Source: an optimization exercise on an open RTL-to-GDS flow (aim: small area, a short achievable clock period and few clock cycles). Production flows keep margins and buffers that such runs may drop.
Where RTL was checked, it was by simulation tests only, not by an equivalence proof against the original.
No activity file was given, so power comes from the tool's default toggle rates.

==> flow/design.v <==
module rle (
	clk,
	nreset,
	start,
	message_addr,
	message_size,
	rle_addr,
	rle_size,
	done,
	port_A_data_in,
	port_A_data_out,
	port_A_addr,
	port_A_we
	);
input	clk;
input	nreset;
input	start;
input 	[31:0] message_addr;
input	[31:0] message_size;
input	[31:0] rle_addr;
input   [31:0] port_A_data_out;
output  [31:0] port_A_data_in;
output  [15:0] port_A_addr;
output  port_A_we;
output	[31:0] rle_size;
output	done;
reg        busy, done_r, we_r;
reg        fin, fin2;     
reg [13:0] R;             
reg [13:0] Wp;            
reg        rdv;           
reg        allin;         
reg        rlast;         
reg [5:0]  wleft;         
reg [31:0] W;
reg [3:1]  rb;            
reg [2:0]  qe;            
reg [1:0]  pos;           
reg [2:0]  sl;            
reg [2:0]  q;             
reg        cons;          
reg        eb;            
reg        Wv, last, first, half;
reg [7:0]  val, cnt, runs;
reg [15:0] lo;
wire [1:0] vb = message_size[1:0];      
wire go_start = start & ~busy;
assign port_A_we      = we_r;
assign port_A_addr    = {(we_r ? Wp : R), 2'b00};
assign port_A_data_in = {val, cnt, lo};
assign rle_size       = {23'b0, runs, 1'b0};
assign done           = done_r;
wire       run  = busy & ~fin & ~fin2;
wire       go   = run & Wv;
wire       nr   = eb | first;
wire       emit = eb & ~first;
wire [7:0] byt  = W[{pos, 3'b000} +: 8];
wire [2:0] nq   = rb[1] ? 3'd1 : rb[2] ? 3'd2 : rb[3] ? 3'd3 : qe;
wire [3:1] rbn  = rb[1] ? {rb[3:2], 1'b0} : rb[2] ? {rb[3], 2'b00} : 3'b000;
wire       consn = ~|rb;
wire [3:0] clo  = {1'b0, cnt[2:0]} + {1'b0, sl};
wire [4:0] chi1 = cnt[7:3] + 5'd1;
wire [7:0] cadd = {clo[3] ? chi1 : cnt[7:3], clo[2:0]};
wire [31:0] d = port_A_data_out;
wire [3:0] bl;
assign bl[0] = d[7:0]   != W[31:24];
assign bl[1] = d[15:8]  != d[7:0];
assign bl[2] = d[23:16] != d[15:8];
assign bl[3] = d[31:24] != d[23:16];
wire [3:1] ml;                                            
assign ml[1] = rlast & (vb == 2'd1);
assign ml[2] = rlast & (vb == 2'd1 || vb == 2'd2);
assign ml[3] = rlast & (vb != 2'd0);
wire [3:1] stl = bl[3:1] & ~ml;
wire [2:0] qel = rlast ? {vb == 2'd0, vb} : 3'd4;
wire [2:0] q0  = stl[1] ? 3'd1 : stl[2] ? 3'd2 : stl[3] ? 3'd3 : qel;
wire [3:1] rb0 = stl[1] ? {stl[3:2], 1'b0} : stl[2] ? {stl[3], 2'b00} : 3'b000;
wire land = busy & rdv;
wire free1 = land ? ~|bl[3:1] : (go & ~cons) ? consn : 1'b1;
wire issue = run & ~we_r & ~allin & free1;
wire first_n = first & ~go;
wire half_n  = half ^ (go & emit);
wire fin_n   = go & cons & last;
wire we_n    = (half_n & ((go & ~cons) | (land & bl[0] & ~first_n) | fin_n)) |
               (fin & ~half);
always @(posedge clk or negedge nreset) begin
	if (!nreset) begin
		busy <= 1'b0;
		done_r <= 1'b0;
		we_r <= 1'b0;
		fin <= 1'b0;
		fin2 <= 1'b0;
		rdv <= 1'b0;
		Wv <= 1'b0;
		first <= 1'b1;
		half <= 1'b0;
	end else if (go_start) begin
		busy <= 1'b1;
		done_r <= 1'b0;
		we_r <= 1'b0;
		fin <= 1'b0;
		fin2 <= 1'b0;
		rdv <= 1'b0;
		Wv <= 1'b0;
		first <= 1'b1;
		half <= 1'b0;
	end else begin
		we_r <= we_n;
		rdv <= issue;
		first <= first_n;
		half <= half_n | (fin & ~half);
		fin <= fin_n;
		fin2 <= fin & ~half;
		if (land) Wv <= 1'b1;
		else if (go & cons) Wv <= 1'b0;
		if ((fin & half) | fin2) begin
			busy <= 1'b0;
			done_r <= 1'b1;
		end
	end
end
always @(posedge clk) begin
	if (go_start) begin
		R <= message_addr[15:2];
		Wp <= rle_addr[15:2];
		wleft <= message_size[7:2] - {5'd0, (vb == 2'd0)};
		allin <= 1'b0;
		runs <= 8'd0;
	end else begin
		if (issue) R <= R + 14'd1;
		if (we_r) Wp <= Wp + 14'd1;
		if (issue) begin
			wleft <= wleft - 6'd1;
			rlast <= (wleft == 6'd0);
			if (wleft == 6'd0) allin <= 1'b1;
		end
		if (go) begin
			rb <= rbn;
			pos <= q[1:0];
			q <= nq;
			sl <= nq - q;
			cons <= consn;
			eb <= 1'b1;
			if (nr) begin
				val <= byt;
				cnt <= {5'd0, sl};
			end else
				cnt <= cadd;
			if (emit) begin
				runs <= runs + 8'd1;
				if (!half) lo <= {val, cnt};
			end
		end
		if (land) begin
			W <= d;
			rb <= rb0;
			qe <= qel;
			sl <= q0;
			q <= q0;
			cons <= ~|stl;
			eb <= bl[0];
			last <= rlast;
			pos <= 2'd0;
		end
		if (fin) begin
			runs <= runs + 8'd1;
			if (!half) begin
				lo <= {val, cnt};
				val <= 8'd0;
				cnt <= 8'd0;
			end
		end
	end
end
endmodule
clock: 4.0 ns
lec_check: 0
cap_margin: 20
core_margin: 2
core_utilization: 40
place_density: 0.6
setup_slack_margin: 1.5
slew_margin: 20
standard.sh (not shown) runs the stock make flow with config.mk's settings and CLKGATE_MAP_FILE= SYNTH_SCRIPT=/design/flow/synth_recipe.tcl, a recipe that flattens the netlist after the stock synthesis.
==> flow/flow/run.sh <==
#!/bin/bash
set -euo pipefail
bash standard.sh "BUFFER_PORTS_ARGS=-buffer_cell sky130_fd_sc_hd__buf_1" finish > standard_flow.log 2>&1
The baseline ran to the end with no violations.
Testbench counts at the start, summed over its fixed seeds: cycles 18,174.
==> next run, changes <==
--- a/flow/design.v
+++ b/flow/design.v
@@ -25,10 +25,10 @@
 output	[31:0] rle_size;
 output	done;
 reg        busy, done_r, we_r;
 reg        fin, fin2;     
-reg [13:0] R;             
-reg [13:0] Wp;            
+reg [13:0] A;             
+reg [13:0] O;             
 reg        rdv;           
 reg        allin;         
 reg        rlast;         
 reg [5:0]  wleft;         
@@ -45,9 +45,9 @@
 reg [15:0] lo;
 wire [1:0] vb = message_size[1:0];      
 wire go_start = start & ~busy;
 assign port_A_we      = we_r;
-assign port_A_addr    = {(we_r ? Wp : R), 2'b00};
+assign port_A_addr    = {A, 2'b00};
 assign port_A_data_in = {val, cnt, lo};
 assign rle_size       = {23'b0, runs, 1'b0};
 assign done           = done_r;
 wire       run  = busy & ~fin & ~fin2;
@@ -82,8 +82,21 @@
 wire half_n  = half ^ (go & emit);
 wire fin_n   = go & cons & last;
 wire we_n    = (half_n & ((go & ~cons) | (land & bl[0] & ~first_n) | fin_n)) |
                (fin & ~half);
+wire [13:0] inc = A + 14'd1;
+wire [13:0] pr0 = we_r ? O : A;        
+wire [13:0] pr1 = we_r ? O : inc;      
+wire [13:0] pw  = we_r ? inc : O;      
+reg  [13:0] A_n, O_n;
+always @(*) begin
+	case ({we_n, issue})
+		2'b00: begin A_n = pr0; O_n = pw; end
+		2'b01: begin A_n = pr1; O_n = pw; end
+		2'b10: begin A_n = pw;  O_n = pr0; end
+		default: begin A_n = pw; O_n = pr1; end
+	endcase
+end
 always @(posedge clk or negedge nreset) begin
 	if (!nreset) begin
 		busy <= 1'b0;
 		done_r <= 1'b0;
@@ -120,16 +133,16 @@
 	end
 end
 always @(posedge clk) begin
 	if (go_start) begin
-		R <= message_addr[15:2];
-		Wp <= rle_addr[15:2];
+		A <= message_addr[15:2];
+		O <= rle_addr[15:2];
 		wleft <= message_size[7:2] - {5'd0, (vb == 2'd0)};
 		allin <= 1'b0;
 		runs <= 8'd0;
 	end else begin
-		if (issue) R <= R + 14'd1;
-		if (we_r) Wp <= Wp + 14'd1;
+		A <= A_n;
+		O <= O_n;
 		if (issue) begin
 			wleft <= wleft - 6'd1;
 			rlast <= (wleft == 6'd0);
 			if (wleft == 6'd0) allin <= 1'b1;
Outcome: The new run finished clean; global-route usage rose by 1.5 points; worst setup slack degrades by 220 ps; fmax fell by 8.7%; final area rose by 15%; first-iteration DRC count rose by 91%; via count rose by 28%; worst hold slack improves by 3.4 ps; sequential power fell by about 5%; non-clock buffer count rose by 27; critical path depth rose by 3.
No functional check of the RTL was part of the second run of this note.

========
Starts from the design.v that is shown in full above.
Settings: LEC_CHECK=0, CAP_MARGIN=20, CORE_MARGIN=2, CORE_UTILIZATION=40, PLACE_DENSITY=0.6, SETUP_SLACK_MARGIN=1.8, SLEW_MARGIN=20; clock period 4.0 ns.
Scripts as last shown in full above: flow/flow/run.sh
Testbench counts at the start, summed over its fixed seeds: cycles 18,174.
Rerun with:
--- a/flow/design.v
+++ b/flow/design.v
@@ -26,4 +26,5 @@
 output	done;
 reg        busy, done_r, we_r;
+reg        wd;            
 reg        fin, fin2;     
 reg [13:0] R;             
@@ -121,4 +122,5 @@
 end
 always @(posedge clk) begin
+	wd <= we_r & ~go_start;
 	if (go_start) begin
 		R <= message_addr[15:2];
@@ -129,5 +131,5 @@
 	end else begin
 		if (issue) R <= R + 14'd1;
-		if (we_r) Wp <= Wp + 14'd1;
+		if (wd) Wp <= Wp + 14'd1;
 		if (issue) begin
 			wleft <= wleft - 6'd1;
After rerunning: Die area is higher by 0.36%. Cell area came out higher by 0.47%. Wire length increases by 0.52%. Total power rose by 0.55%. Setup slack gets better by 8.3 ps. Via count stays flat. Non-clock buffer count grows by 1. Core utilization hardly moves. Fmax went up by 0.37%.
Function not checked in the second run of this note: the RTL went through the layout flow alone.

========
Another version of the RTL of rle (not shown whole).
Size in the first run: about 650 cells after synthesis, about 150 flip-flops, roughly 210 I/O pins, roughly 0.0076 mm2 of cells after synthesis.
==> module rle, before the edit <==
module rle (
	clk,
	nreset,
	start,
	message_addr,
	message_size,
	rle_addr,
	rle_size,
	done,
	port_A_data_in,
	port_A_data_out,
	port_A_addr,
	port_A_we
	);
input	clk;
input	nreset;
input	start;
input 	[31:0] message_addr;
input	[31:0] message_size;
input	[31:0] rle_addr;
input   [31:0] port_A_data_out;
output  [31:0] port_A_data_in;
output  [15:0] port_A_addr;
output  port_A_we;
output	[31:0] rle_size;
output	done;
reg        busy, done_r;
reg        we_r;          
reg        wd;            
reg        fin, fin2;     
reg [13:0] R;             
reg [13:0] Wp;            
reg        rdv;           
reg        allin;         
reg        rlast;         
reg [5:0]  wleft;         
reg [31:0] W;
reg [3:1]  rb;            
reg [2:0]  qe;            
reg [1:0]  pos;           
reg [2:0]  sl;            
reg [2:0]  q;             
reg        cons;          
reg        eb;            
reg        sv;            
reg [7:0]  sb;            
reg [2:0]  ssl;           
reg        Wv, last, first, half;
reg [7:0]  val, cnt, runs;
reg [15:0] lo;
wire [1:0] vb = message_size[1:0];      
wire go_start = start & ~busy;
assign port_A_we      = we_r & busy;
assign port_A_addr    = {(we_r ? Wp : R), 2'b00};
assign port_A_data_in = {val, cnt, lo};
assign rle_size       = {23'b0, runs, 1'b0};
assign done           = done_r;
function [2:0] seg;
	input [2:0] n;
	input [2:0] p;
	begin
		case ({n, p})
			{3'd2, 3'd1}, {3'd3, 3'd2}, {3'd4, 3'd3}: seg = 3'd1;
			{3'd3, 3'd1}, {3'd4, 3'd2}:               seg = 3'd2;
			{3'd4, 3'd1}:                             seg = 3'd3;
			default:                                  seg = 3'd4;
		endcase
	end
endfunction
wire       run  = busy & ~fin & ~fin2;
wire       go   = run & Wv & ~sv;
wire       nr   = eb | first;
wire       emit = sv | (go & eb & ~first);
wire [7:0] byt  = W[{pos, 3'b000} +: 8];
wire [2:0] nq   = rb[1] ? 3'd1 : rb[2] ? 3'd2 : rb[3] ? 3'd3 : qe;
wire [3:1] rbn  = rb[1] ? {rb[3:2], 1'b0} : rb[2] ? {rb[3], 2'b00} : 3'b000;
wire       consn = ~|rb;                       
wire       few  = ~((rb[1] & rb[2]) | (rb[1] & rb[3]) | (rb[2] & rb[3]));
wire [3:0] clo  = {1'b0, cnt[2:0]} + {1'b0, sl};
wire [4:0] chi1 = cnt[7:3] + 5'd1;
wire [7:0] cadd = {clo[3] ? chi1 : cnt[7:3], clo[2:0]};
wire [31:0] d = port_A_data_out;
wire [3:0] bl;
assign bl[0] = d[7:0]   != W[31:24];
assign bl[1] = d[15:8]  != d[7:0];
assign bl[2] = d[23:16] != d[15:8];
assign bl[3] = d[31:24] != d[23:16];
wire [3:1] ml;                                            
assign ml[1] = rlast & (vb == 2'd1);
assign ml[2] = rlast & (vb == 2'd1 || vb == 2'd2);
assign ml[3] = rlast & (vb != 2'd0);
wire [3:1] stl = bl[3:1] & ~ml;
wire [2:0] qel = rlast ? {vb == 2'd0, vb} : 3'd4;
wire [2:0] q0  = stl[1] ? 3'd1 : stl[2] ? 3'd2 : stl[3] ? 3'd3 : qel;
wire [3:1] rb0 = stl[1] ? {stl[3:2], 1'b0} : stl[2] ? {stl[3], 2'b00} : 3'b000;
wire land  = busy & rdv;
wire early = land & go & ~cons;       
wire nland = land & ~early;
wire two_l = ~((bl[1] & bl[2]) | (bl[1] & bl[3]) | (bl[2] & bl[3]));
wire free1 = sv    ? (cons | consn) :
             early ? 1'b0 :
             nland ? two_l :
             (go & ~cons) ? few : 1'b1;
wire issue = run & ~we_r & ~allin & free1;
wire first_n = first & ~go;
wire half_n  = half ^ emit;
wire fin_n   = go & cons & last;
wire we_n    = (half_n & ((go & ~cons) | (nland & bl[0] & ~first_n) |
                          (sv & eb) | fin_n)) |
               (fin & ~half);
always @(posedge clk or negedge nreset) begin
	if (!nreset) begin
		busy <= 1'b0;
		done_r <= 1'b0;
		fin <= 1'b0;
		fin2 <= 1'b0;
		rdv <= 1'b0;
		Wv <= 1'b0;
		sv <= 1'b0;
		first <= 1'b1;
		half <= 1'b0;
	end else if (go_start) begin
		busy <= 1'b1;
		done_r <= 1'b0;
		fin <= 1'b0;
		fin2 <= 1'b0;
		rdv <= 1'b0;
		Wv <= 1'b0;
		sv <= 1'b0;
		first <= 1'b1;
		half <= 1'b0;
	end else begin
		rdv <= issue;
		first <= first_n;
		half <= half_n | (fin & ~half);
		fin <= fin_n;
		fin2 <= fin & ~half;
		sv <= early;
		if (land) Wv <= 1'b1;
		else if (go & cons) Wv <= 1'b0;
		if ((fin & half) | fin2) begin
			busy <= 1'b0;
			done_r <= 1'b1;
		end
	end
end
always @(posedge clk) begin
	we_r <= we_n & ~go_start;
	wd <= we_r & ~go_start;
	if (go_start) begin
		R <= message_addr[15:2];
		Wp <= rle_addr[15:2];
		wleft <= message_size[7:2] - {5'd0, (vb == 2'd0)};
		allin <= 1'b0;
		runs <= 8'd0;
	end else begin
		if (issue) R <= R + 14'd1;
		if (wd) Wp <= Wp + 14'd1;
		if (issue) begin
			wleft <= wleft - 6'd1;
			rlast <= (wleft == 6'd0);
			if (wleft == 6'd0) allin <= 1'b1;
		end
		if (emit) begin
			runs <= runs + 8'd1;
			if (!half) lo <= {val, cnt};
		end
		if (sv) begin
			val <= sb;
			cnt <= {5'd0, ssl};
		end
		if (go) begin
			rb <= rbn;
			pos <= q[1:0];
			q <= nq;
			sl <= seg(nq, q);
			cons <= consn;
			eb <= 1'b1;
			if (nr) begin
				val <= byt;
				cnt <= {5'd0, sl};
			end else
				cnt <= cadd;
		end
		if (early) begin
			sb <= W[31:24];
			ssl <= seg(3'd4, q);
		end
		if (land) begin
			W <= d;
			rb <= rb0;
			qe <= qel;
			sl <= q0;
			q <= q0;
			cons <= ~|stl;
			eb <= bl[0];
			last <= rlast;
			pos <= 2'd0;
		end
		if (fin) begin
			runs <= runs + 8'd1;
			if (!half) begin
				lo <= {val, cnt};
				val <= 8'd0;
				cnt <= 8'd0;
			end
		end
	end
end
endmodule
Settings: LEC_CHECK=0, CAP_MARGIN=20, CORE_MARGIN=2, CORE_UTILIZATION=40, PLACE_DENSITY=0.6, SETUP_SLACK_MARGIN=1.8, SLEW_MARGIN=20; clock period 4.0 ns.
Scripts as last shown in full above: flow/flow/run.sh
The first run finished clean.
Testbench counts at the start, summed over its fixed seeds: cycles 16,803.
Next try:
--- a/flow/design.v
+++ b/flow/design.v
@@ -40,13 +40,10 @@
 reg [1:0]  pos;           
 reg [2:0]  sl;            
 reg [2:0]  q;             
 reg        cons;          
 reg        eb;            
-reg        sv;            
-reg [7:0]  sb;            
-reg [2:0]  ssl;           
 reg        Wv, last, first, half;
 reg [7:0]  val, cnt, runs;
 reg [15:0] lo;
 wire [1:0] vb = message_size[1:0];      
 wire go_start = start & ~busy;
@@ -66,18 +63,17 @@
 			default:                                  seg = 3'd4;
 		endcase
 	end
 endfunction
 wire       run  = busy & ~fin & ~fin2;
-wire       go   = run & Wv & ~sv;
+wire       go   = run & Wv;
 wire       nr   = eb | first;
-wire       emit = sv | (go & eb & ~first);
+wire       emit = eb & ~first;
 wire [7:0] byt  = W[{pos, 3'b000} +: 8];
 wire [2:0] nq   = rb[1] ? 3'd1 : rb[2] ? 3'd2 : rb[3] ? 3'd3 : qe;
 wire [3:1] rbn  = rb[1] ? {rb[3:2], 1'b0} : rb[2] ? {rb[3], 2'b00} : 3'b000;
-wire       consn = ~|rb;                       
-wire       few  = ~((rb[1] & rb[2]) | (rb[1] & rb[3]) | (rb[2] & rb[3]));
+wire       consn = ~|rb;
 wire [3:0] clo  = {1'b0, cnt[2:0]} + {1'b0, sl};
 wire [4:0] chi1 = cnt[7:3] + 5'd1;
 wire [7:0] cadd = {clo[3] ? chi1 : cnt[7:3], clo[2:0]};
 wire [31:0] d = port_A_data_out;
 wire [3:0] bl;
@@ -91,53 +87,43 @@
 assign ml[3] = rlast & (vb != 2'd0);
 wire [3:1] stl = bl[3:1] & ~ml;
 wire [2:0] qel = rlast ? {vb == 2'd0, vb} : 3'd4;
 wire [2:0] q0  = stl[1] ? 3'd1 : stl[2] ? 3'd2 : stl[3] ? 3'd3 : qel;
 wire [3:1] rb0 = stl[1] ? {stl[3:2], 1'b0} : stl[2] ? {stl[3], 2'b00} : 3'b000;
-wire land  = busy & rdv;
-wire early = land & go & ~cons;       
-wire nland = land & ~early;
-wire two_l = ~((bl[1] & bl[2]) | (bl[1] & bl[3]) | (bl[2] & bl[3]));
-wire free1 = sv    ? (cons | consn) :
-             early ? 1'b0 :
-             nland ? two_l :
-             (go & ~cons) ? few : 1'b1;
+wire land = busy & rdv;
+wire free1 = land ? ~|bl[3:1] : (go & ~cons) ? consn : 1'b1;
 wire issue = run & ~we_r & ~allin & free1;
 wire first_n = first & ~go;
-wire half_n  = half ^ emit;
+wire half_n  = half ^ (go & emit);
 wire fin_n   = go & cons & last;
-wire we_n    = (half_n & ((go & ~cons) | (nland & bl[0] & ~first_n) |
-                          (sv & eb) | fin_n)) |
+wire we_n    = (half_n & ((go & ~cons) | (land & bl[0] & ~first_n) | fin_n)) |
                (fin & ~half);
 always @(posedge clk or negedge nreset) begin
 	if (!nreset) begin
 		busy <= 1'b0;
 		done_r <= 1'b0;
 		fin <= 1'b0;
 		fin2 <= 1'b0;
 		rdv <= 1'b0;
 		Wv <= 1'b0;
-		sv <= 1'b0;
 		first <= 1'b1;
 		half <= 1'b0;
 	end else if (go_start) begin
 		busy <= 1'b1;
 		done_r <= 1'b0;
 		fin <= 1'b0;
 		fin2 <= 1'b0;
 		rdv <= 1'b0;
 		Wv <= 1'b0;
-		sv <= 1'b0;
 		first <= 1'b1;
 		half <= 1'b0;
 	end else begin
 		rdv <= issue;
 		first <= first_n;
 		half <= half_n | (fin & ~half);
 		fin <= fin_n;
 		fin2 <= fin & ~half;
-		sv <= early;
 		if (land) Wv <= 1'b1;
 		else if (go & cons) Wv <= 1'b0;
 		if ((fin & half) | fin2) begin
 			busy <= 1'b0;
 			done_r <= 1'b1;
@@ -159,18 +145,10 @@
 		if (issue) begin
 			wleft <= wleft - 6'd1;
 			rlast <= (wleft == 6'd0);
 			if (wleft == 6'd0) allin <= 1'b1;
 		end
-		if (emit) begin
-			runs <= runs + 8'd1;
-			if (!half) lo <= {val, cnt};
-		end
-		if (sv) begin
-			val <= sb;
-			cnt <= {5'd0, ssl};
-		end
 		if (go) begin
 			rb <= rbn;
 			pos <= q[1:0];
 			q <= nq;
 			sl <= seg(nq, q);
@@ -179,14 +157,14 @@
 			if (nr) begin
 				val <= byt;
 				cnt <= {5'd0, sl};
 			end else
 				cnt <= cadd;
-		end
-		if (early) begin
-			sb <= W[31:24];
-			ssl <= seg(3'd4, q);
+			if (emit) begin
+				runs <= runs + 8'd1;
+				if (!half) lo <= {val, cnt};
+			end
 		end
 		if (land) begin
 			W <= d;
 			rb <= rb0;
 			qe <= qel;
The new run completed without violations.
Clock-buffer cell count is unchanged.
Wire length went down by 7.5%.
Total power went down by 4.3%.
Final cell count went down by 2.4%.
Global-route usage went down by 0.80 points.
Hold slack is worse by 0.034 ns.
Setup slack is worse by 0.028 ns.
Via count went down by 5.1%.
Area after synthesis went down by 6.2%.
Sequential share of layout area went down by 2.2 points.
Register-to-register slack is worse by 0.02 ns.
For the second run of this note, only the layout was checked, not whether the RTL still works.

separate check: timing with driven ports:
The flow's constraints put no driver on any port. The routed layouts listed below were extracted and timed again, unchanged, in two steps.
Step 1, drivers: a clkbuf_16 drives clk and a buf_2 each remaining input, both assumed.
Step 2 also shifts input and output timing later by t, the mid clock arrival at the registers, as if the neighbouring blocks saw the same clock.
Three values: no drivers, after step 1, after step 2; two values: the first two.
| run | shift t [ns] | slack for setup (ns) | hold slack, ns | cell pins on the clock port's net |
|---|---|---|---|---|
| the first run of note 1 | 0.456 | 1.650 / 1.627 / 1.212 | 0.320 / 0.324 / 0.467 | 1 |
| the second run of note 1 | 0.458 | 1.426 / 1.447 / 0.989 | 0.323 / 0.329 / 0.494 | 1 |
| the first run of note 2 | 0.447 | 1.727 / 1.690 / 1.413 | 0.321 / 0.333 / 0.485 | 1 |
| the second run of note 2 | 0.462 | 1.735 / 1.693 / 1.425 | 0.316 / 0.315 / 0.489 | 1 |
| the first run of note 3 | 0.459 | 1.812 / 1.767 / 1.445 | 0.338 / 0.349 / 0.502 | 1 |
| the second run of note 3 | 0.458 | 1.784 / 1.785 / 1.348 | 0.305 / 0.306 / 0.507 | 1 |
After both steps setup and hold are still met in every run listed. The setup slack of the first run of note 1, which loses most, moves by -0.023 ns with the drivers and by -0.438 ns with both steps.
